Source: an optimization exercise on an open RTL-to-GDS flow (aim: small area, a short achievable clock period and few clock cycles). Production flows keep margins and buffers that such runs may drop.
RTL that was checked went through simulation tests only; none was proved equivalent to the original.
Power is estimated from default activity; no workload was simulated.

== quartz ==
Design tpu_top, start of the top module:
module tpu_top#(
	parameter ARRAY_SIZE = 8,
	parameter SRAM_DATA_WIDTH = 32,
	parameter DATA_WIDTH = 8,
	parameter OUTPUT_DATA_WIDTH = 16
)
(
	input clk,
	input srstn,
	input tpu_start,
	input [SRAM_DATA_WIDTH-1:0] sram_rdata_w0,
	input [SRAM_DATA_WIDTH-1:0] sram_rdata_w1,
	input [SRAM_DATA_WIDTH-1:0] sram_rdata_d0,
	input [SRAM_DATA_WIDTH-1:0] sram_rdata_d1,
	output [9:0] sram_raddr_w0,
	output [9:0] sram_raddr_w1,
	output [9:0] sram_raddr_d0,
	output [9:0] sram_raddr_d1,
	output sram_write_enable_a0,
	output [ARRAY_SIZE*OUTPUT_DATA_WIDTH-1:0] sram_wdata_a,
	output [5:0] sram_waddr_a,
	output sram_write_enable_b0,
	output [ARRAY_SIZE*OUTPUT_DATA_WIDTH-1:0] sram_wdata_b,
	output [5:0] sram_waddr_b,
	output sram_write_enable_c0,
	output [ARRAY_SIZE*OUTPUT_DATA_WIDTH-1:0] sram_wdata_c,
	output [5:0] sram_waddr_c,
	output tpu_done
);
wire [5:0] addr0, addr1;
wire go, ph;
wire [7:0] kn_oh, kn_le;
wire [2:0] kn, wr_new, wr_old;
wire [8*38-1:0] row_acc;
systolic_controll systolic_controll (
  ...
Settings: LEC_CHECK=0, ABC_CLOCK_PERIOD_IN_PS=3500, CAP_MARGIN=35, CORE_MARGIN=2, CORE_UTILIZATION=60, CTS_CLUSTER_DIAMETER=100, CTS_CLUSTER_SIZE=25, SETUP_SLACK_MARGIN=5, SLEW_MARGIN=20, TNS_END_PERCENT=30; clock period 9.0 ns.
standard.sh (not shown) runs the stock make flow with config.mk's settings and CLKGATE_MAP_FILE= SYNTH_SCRIPT=/design/flow/synth_recipe.tcl, a recipe that flattens the netlist after the stock synthesis.
==> flow/flow/run.sh <==
#!/bin/bash
set -euo pipefail
bash standard.sh SYNTH_SCRIPT="$PWD/flow/synth_noabc.tcl" IO_CONSTRAINTS="$PWD/flow/io.tcl" SETUP_SLACK_MARGIN=5.9 finish > make_finish.log 2>&1
==> flow/flow/io.tcl <==
# Memories A and C take their write data from the same register (they are
# never written in the same cycle): keep each bit's two pins side by side.
for {set k 0} {$k < 128} {incr k} {
  set_io_pin_constraint -group -order -pin_names [list "sram_wdata_a\[$k\]" "sram_wdata_c\[$k\]"]
}
==> flow/flow/synth_noabc.tcl <==
# synth_recipe.tcl with one change: Yosys's synth runs its fine stage without
# its internal "abc -fast", so that ORFS's extract_fa sees the full adders as
# written in the RTL (abc -fast re-encodes their XORs with mixed polarities,
# which leaves inverters between the adder cells). Everything else, including
# the registers, is the standard synthesis.
proc synth {args} {
  if {[lsearch -exact $args "fine:"] >= 0} {
    yosys synth -nofsm -noshare -noabc {*}$args
  } else {
    yosys synth -nofsm -noshare {*}$args
  }
}
source $::env(SCRIPTS_DIR)/synth.tcl
# left out here: clear keep_hierarchy, flatten, clean up, hide names made inside functions, write 1_2_yosys.v
The flow did not stop early for quartz: all stages ran, and the layout cleared the timing, design-rule and antenna checks.
Testbench counts of quartz, summed over its fixed seeds: cycles 5,496.
The inputs of pepper differ from those of quartz as listed below.
# quartz
export LEC_CHECK = 0
export ABC_CLOCK_PERIOD_IN_PS = 3500
export CAP_MARGIN = 35
export CORE_MARGIN = 2
export CORE_UTILIZATION = 60
export CTS_CLUSTER_DIAMETER = 100
export CTS_CLUSTER_SIZE = 25
export SETUP_SLACK_MARGIN = 5
export SLEW_MARGIN = 20
export TNS_END_PERCENT = 30
create_clock -name core_clock -period 9.0 [get_ports {clk}]
# pepper
export LEC_CHECK = 0
export ABC_CLOCK_PERIOD_IN_PS = 3500
export CAP_MARGIN = 35
export CORE_MARGIN = 2
export CORE_UTILIZATION = 60
export CTS_CLUSTER_DIAMETER = 100
export CTS_CLUSTER_SIZE = 25
export SETUP_SLACK_MARGIN = 5
export SLEW_MARGIN = 20
create_clock -name core_clock -period 9.0 [get_ports {clk}]
==> flow/flow/run.sh <==
#!/bin/bash
set -euo pipefail
bash standard.sh SYNTH_SCRIPT="$PWD/flow/synth_noabc.tcl" IO_CONSTRAINTS="$PWD/flow/io.tcl" BUFFER_PORTS_ARGS="-buffer_cell sky130_fd_sc_hd__buf_4" SETUP_SLACK_MARGIN=5.5 finish > make_finish.log 2>&1
[summary]
pepper: full flow OK, the timing, design-rule and antenna checks passed. quartz: done, clean on timing, DRC and antenna. Cmp pepper vs quartz: number of optimization iterations in the first detailed-route pass lower in pepper. Compared to quartz, the routing of pepper uses less wire. Share of the clock period used by the worst path, pepper and quartz, lower one = pepper. a2111oi_4 as the critical-path cell with the highest stage delay was reported by pepper, and a22oi_2 by quartz. Via count: pepper better than quartz.


Setup of Q:
Another version of the RTL of tpu_top (not shown whole).
Size: ~3700 flip-flops, roughly 580 I/O pins, ~230000 um2 of cells after synthesis.
export LEC_CHECK = 0
export ABC_CLOCK_PERIOD_IN_PS = 3500
export CAP_MARGIN = 35
export CORE_MARGIN = 2
export CORE_UTILIZATION = 60
export CTS_CLUSTER_DIAMETER = 100
export CTS_CLUSTER_SIZE = 25
export SETUP_SLACK_MARGIN = 5
export SLEW_MARGIN = 20
create_clock -name core_clock -period 9.0 [get_ports {clk}]
==> flow/flow/run.sh <==
#!/bin/bash
# The standard layout (standard.sh) with these changes:
#  - synthesis by flow/synth_noabc.tcl (the standard script, but the full
#    adders of the RTL are extracted before any ABC pass; see that file);
#  - pin placement keeps the pins of sram_wdata_a and sram_wdata_c, which
#    share their registers, next to each other (flow/io.tcl);
#  - port buffers are buf_4 (instead of the smallest-drive default);
set -euo pipefail
bash standard.sh SYNTH_SCRIPT="$PWD/flow/synth_noabc.tcl" IO_CONSTRAINTS="$PWD/flow/io.tcl" BUFFER_PORTS_ARGS="-buffer_cell sky130_fd_sc_hd__buf_4" SETUP_SLACK_MARGIN=5.65 finish > make_finish.log 2>&1
Scripts as last shown in full above: flow/flow/io.tcl, flow/flow/synth_noabc.tcl
Q reached the end of the flow, and the finished layout is clean on the timing, design-rule and antenna checks.
Testbench counts of Q, summed over its fixed seeds: cycles 5,496.
## Diff of input files: T against Q
diff --git a/flow/flow/run.sh b/flow/flow/run.sh
--- a/flow/flow/run.sh
+++ b/flow/flow/run.sh
@@ -7,3 +7,3 @@
 #  - port buffers are buf_4 (instead of the smallest-drive default);
 set -euo pipefail
-bash standard.sh SYNTH_SCRIPT="$PWD/flow/synth_noabc.tcl" IO_CONSTRAINTS="$PWD/flow/io.tcl" BUFFER_PORTS_ARGS="-buffer_cell sky130_fd_sc_hd__buf_4" SETUP_SLACK_MARGIN=5.65 finish > make_finish.log 2>&1
+bash standard.sh SYNTH_SCRIPT="$PWD/flow/synth_noabc.tcl" IO_CONSTRAINTS="$PWD/flow/io.tcl" BUFFER_PORTS_ARGS="-buffer_cell sky130_fd_sc_hd__buf_4" SETUP_SLACK_MARGIN=5.5 finish > make_finish.log 2>&1
## What came out
| global-route usage | lower: T |
Cmp T vs Q: fmax lower in T
Diff Q..T | post-synthesis average cell area | unchanged
Proportion of power drawn by combinational gates ends up higher on Q.


## the baseline
Another version of the RTL of tpu_top (not shown whole).
For scale: ~22000 cells after synthesis, about 240000 um2 of cells after synthesis.
Settings: LEC_CHECK=0, ABC_CLOCK_PERIOD_IN_PS=3500, CAP_MARGIN=35, CORE_MARGIN=2, CORE_UTILIZATION=60, CTS_CLUSTER_DIAMETER=100, CTS_CLUSTER_SIZE=25, SETUP_SLACK_MARGIN=5, SLEW_MARGIN=20, TNS_END_PERCENT=30; clock period 9.0 ns.
==> flow/flow/run.sh <==
#!/bin/bash
set -euo pipefail
bash standard.sh SYNTH_SCRIPT="$PWD/flow/synth_noabc.tcl" SETUP_SLACK_MARGIN=5.7 finish > make_finish.log 2>&1
Scripts as last shown in full above: flow/flow/synth_noabc.tcl
Modified inputs, the candidate compared to the baseline
- swapping 25 for 22 in CTS_CLUSTER_SIZE
- swapping 100 for 110 in CTS_CLUSTER_DIAMETER
- clearing TNS_END_PERCENT, which used to be 30
Results
The candidate vs. the baseline: first-pass GRT wire length went down; fraction of layout cells with a size suffix above 1 went up; fraction of registers with async set or reset after synthesis did not really move; clock power did not really move.
The baseline vs the candidate, end of the critical path: write_out.wb_q[89]$_DFF_P_ vs write_out.wa_q[117]$_DFF_P_
Summary of the candidate over the baseline: cell area now larger, fmax now larger, synthesis-to-finish area growth now larger.
No functional check of the RTL was part of any run of this note.


Another version of the RTL of tpu_top (not shown whole).
For scale: about 21000 cells after synthesis, ~3900 flip-flops, ~230000 sq um of cells after synthesis.
Design tpu_top, start of the top module:
module tpu_top#(
	parameter ARRAY_SIZE = 8,
	parameter SRAM_DATA_WIDTH = 32,
	parameter DATA_WIDTH = 8,
	parameter OUTPUT_DATA_WIDTH = 16
)
(
	input clk,
	input srstn,
	input tpu_start,
	input [SRAM_DATA_WIDTH-1:0] sram_rdata_w0,
	input [SRAM_DATA_WIDTH-1:0] sram_rdata_w1,
	input [SRAM_DATA_WIDTH-1:0] sram_rdata_d0,
	input [SRAM_DATA_WIDTH-1:0] sram_rdata_d1,
	output [9:0] sram_raddr_w0,
	output [9:0] sram_raddr_w1,
	output [9:0] sram_raddr_d0,
	output [9:0] sram_raddr_d1,
	output sram_write_enable_a0,
	output [ARRAY_SIZE*OUTPUT_DATA_WIDTH-1:0] sram_wdata_a,
	output [5:0] sram_waddr_a,
	output sram_write_enable_b0,
	output [ARRAY_SIZE*OUTPUT_DATA_WIDTH-1:0] sram_wdata_b,
	output [5:0] sram_waddr_b,
	output sram_write_enable_c0,
	output [ARRAY_SIZE*OUTPUT_DATA_WIDTH-1:0] sram_wdata_c,
	output [5:0] sram_waddr_c,
	output tpu_done
);
==> flow/config.mk <==
export PLATFORM = sky130hd
export DESIGN_NAME = tpu_top
export DESIGN_NICKNAME = tpu_top
export VERILOG_FILES = /design/flow/design.v
export SDC_FILE = /design/flow/constraint.sdc
export NUM_CORES = 8
export LEC_CHECK = 0
export ABC_CLOCK_PERIOD_IN_PS = 3500
export CAP_MARGIN = 35
export CORE_MARGIN = 2
export CORE_UTILIZATION = 70
export CTS_CLUSTER_DIAMETER = 90
export CTS_CLUSTER_SIZE = 28
export SETUP_SLACK_MARGIN = 5
export SLEW_MARGIN = 20
==> flow/constraint.sdc <==
create_clock -name core_clock -period 9.0 [get_ports {clk}]
set_input_delay 1.8000 -clock core_clock [delete_from_list [all_inputs] [get_ports {clk}]]
set_output_delay 1.8000 -clock core_clock [all_outputs]
set_load 0.01 [all_outputs]
==> flow/flow/run.sh <==
#!/bin/bash
# The standard layout (standard.sh) with these changes:
#  - synthesis by flow/synth_noabc.tcl (the standard script, but the full
#    adders of the RTL are extracted before any ABC pass; see that file);
#  - pin placement keeps the pins of sram_wdata_a and sram_wdata_c, which
#    share their registers, next to each other (flow/io.tcl);
#  - port buffers are buf_4 (instead of the smallest-drive default);
set -euo pipefail
bash standard.sh SYNTH_SCRIPT="$PWD/flow/synth_noabc.tcl" IO_CONSTRAINTS="$PWD/flow/io.tcl" BUFFER_PORTS_ARGS="-buffer_cell sky130_fd_sc_hd__buf_4" SETUP_SLACK_MARGIN=5.5 finish > make_finish.log 2>&1
Scripts as last shown in full above: flow/flow/io.tcl, flow/flow/synth_noabc.tcl
Then changed:
Settings changed: CORE_UTILIZATION 70 to 60, CTS_CLUSTER_DIAMETER 90 to 100, CTS_CLUSTER_SIZE 28 to 25.
The changed run finished clean.
Die area went up by about a fifth.
Core utilization went down by 10 points.
Combinational power went down slightly.
Via count went down by a few percent.
Sequential power went down slightly.
Design area went up slightly.
Non-clock buffer count went up by 37.
First-iteration DRC count went down by about a fifth.
Function was not checked in any run of this note: the RTL went through the layout flow alone.


Another version of the RTL of tpu_top (not shown whole).
Size: ~22000 cells after synthesis, roughly 4000 flip-flops, roughly 580 I/O pins, roughly 240000 µm² of cells after synthesis.
## tpu_top
module tpu_top#(
	parameter ARRAY_SIZE = 8,
	parameter SRAM_DATA_WIDTH = 32,
	parameter DATA_WIDTH = 8,
	parameter OUTPUT_DATA_WIDTH = 16
)
(
	input clk,
	input srstn,
	input tpu_start,
	input [SRAM_DATA_WIDTH-1:0] sram_rdata_w0,
	input [SRAM_DATA_WIDTH-1:0] sram_rdata_w1,
	input [SRAM_DATA_WIDTH-1:0] sram_rdata_d0,
	input [SRAM_DATA_WIDTH-1:0] sram_rdata_d1,
	output [9:0] sram_raddr_w0,
	output [9:0] sram_raddr_w1,
	output [9:0] sram_raddr_d0,
	output [9:0] sram_raddr_d1,
	output sram_write_enable_a0,
	output [ARRAY_SIZE*OUTPUT_DATA_WIDTH-1:0] sram_wdata_a,
	output [5:0] sram_waddr_a,
	output sram_write_enable_b0,
	output [ARRAY_SIZE*OUTPUT_DATA_WIDTH-1:0] sram_wdata_b,
	output [5:0] sram_waddr_b,
	output sram_write_enable_c0,
	output [ARRAY_SIZE*OUTPUT_DATA_WIDTH-1:0] sram_wdata_c,
	output [5:0] sram_waddr_c,
	output tpu_done
);
wire [5:0] addr0, addr1;
wire go;
wire [7:0] kn_oh;
wire [2:0] kn, wr_new, wr_old;
wire [8*38-1:0] row_acc;
systolic_controll systolic_controll (
	.clk(clk), .srstn(srstn), .tpu_start(tpu_start),
  ...
export LEC_CHECK = 0
export ABC_CLOCK_PERIOD_IN_PS = 3500
export CAP_MARGIN = 35
export CORE_MARGIN = 2
export CORE_UTILIZATION = 60
export CTS_CLUSTER_DIAMETER = 110
export CTS_CLUSTER_SIZE = 22
export SETUP_SLACK_MARGIN = 5
export SLEW_MARGIN = 20
export TNS_END_PERCENT = 10
create_clock -name core_clock -period 9.0 [get_ports {clk}]
==> flow/flow/run.sh <==
#!/bin/bash
set -euo pipefail
bash standard.sh SYNTH_SCRIPT="$PWD/flow/synth_noabc.tcl" SETUP_SLACK_MARGIN=5.7 finish > make_finish.log 2>&1
Scripts as last shown in full above: flow/flow/synth_noabc.tcl
The first run ran to the end with no violations.
Testbench counts at the start, summed over its fixed seeds: cycles 5,496.
Next try:
- TNS_END_PERCENT: 10 -> unset
After rerunning:
- combinational power came out higher by about 1%
- clock power is about the same
- routed wire length goes up by 0.67%

static timing again, ports no longer ideal:
The flow's constraints put no driver on any port. The routed layouts listed below were extracted and timed again, unchanged, in two steps.
Step 1: set_driving_cell puts a clkbuf_16 on clk and a buf_2 on each other input, an assumption about the parent block.
Step 2 also shifts input and output timing later by t, the mid clock arrival at the registers, as if the neighbouring blocks saw the same clock.
a / b / c = ideal / step 1 / step 2; a / b = the first two.
run	shift t [ns]	slack for setup (ns)	hold slack, ns
quartz	1.087	5.380 / 5.380 / 4.370	0.345 / 0.345 / 0.345
pepper	1.119	5.455 / 5.377 / 4.294	0.353 / 0.353 / 0.353
Q	1.095	5.437 / 5.410 / 4.314	0.356 / 0.356 / 0.356
T	1.096	5.399 / 5.360 / 4.322	0.357 / 0.357 / 0.357
the baseline	1.125	5.443 / 5.441 / 4.511	0.351 / 0.351 / 0.351
the candidate	1.110	5.530 / 5.518 / 4.532	0.359 / 0.359 / 0.359
the first run of note 4	1.117	5.442 / 5.354 / 4.366	0.350 / 0.350 / 0.350
the second run of note 4	1.093	5.484 / 5.444 / 4.408	0.349 / 0.349 / 0.349
the first run of note 5	1.097	5.376 / 5.376 / 4.464	0.396 / 0.396 / 0.396
the second run of note 5	1.129	5.513 / 5.389 / 4.471	0.387 / 0.387 / 0.387
After both steps every run listed still meets setup and hold. The setup slack of pepper, which loses most, moves by -0.078 ns with the drivers and by -1.161 ns with both steps.
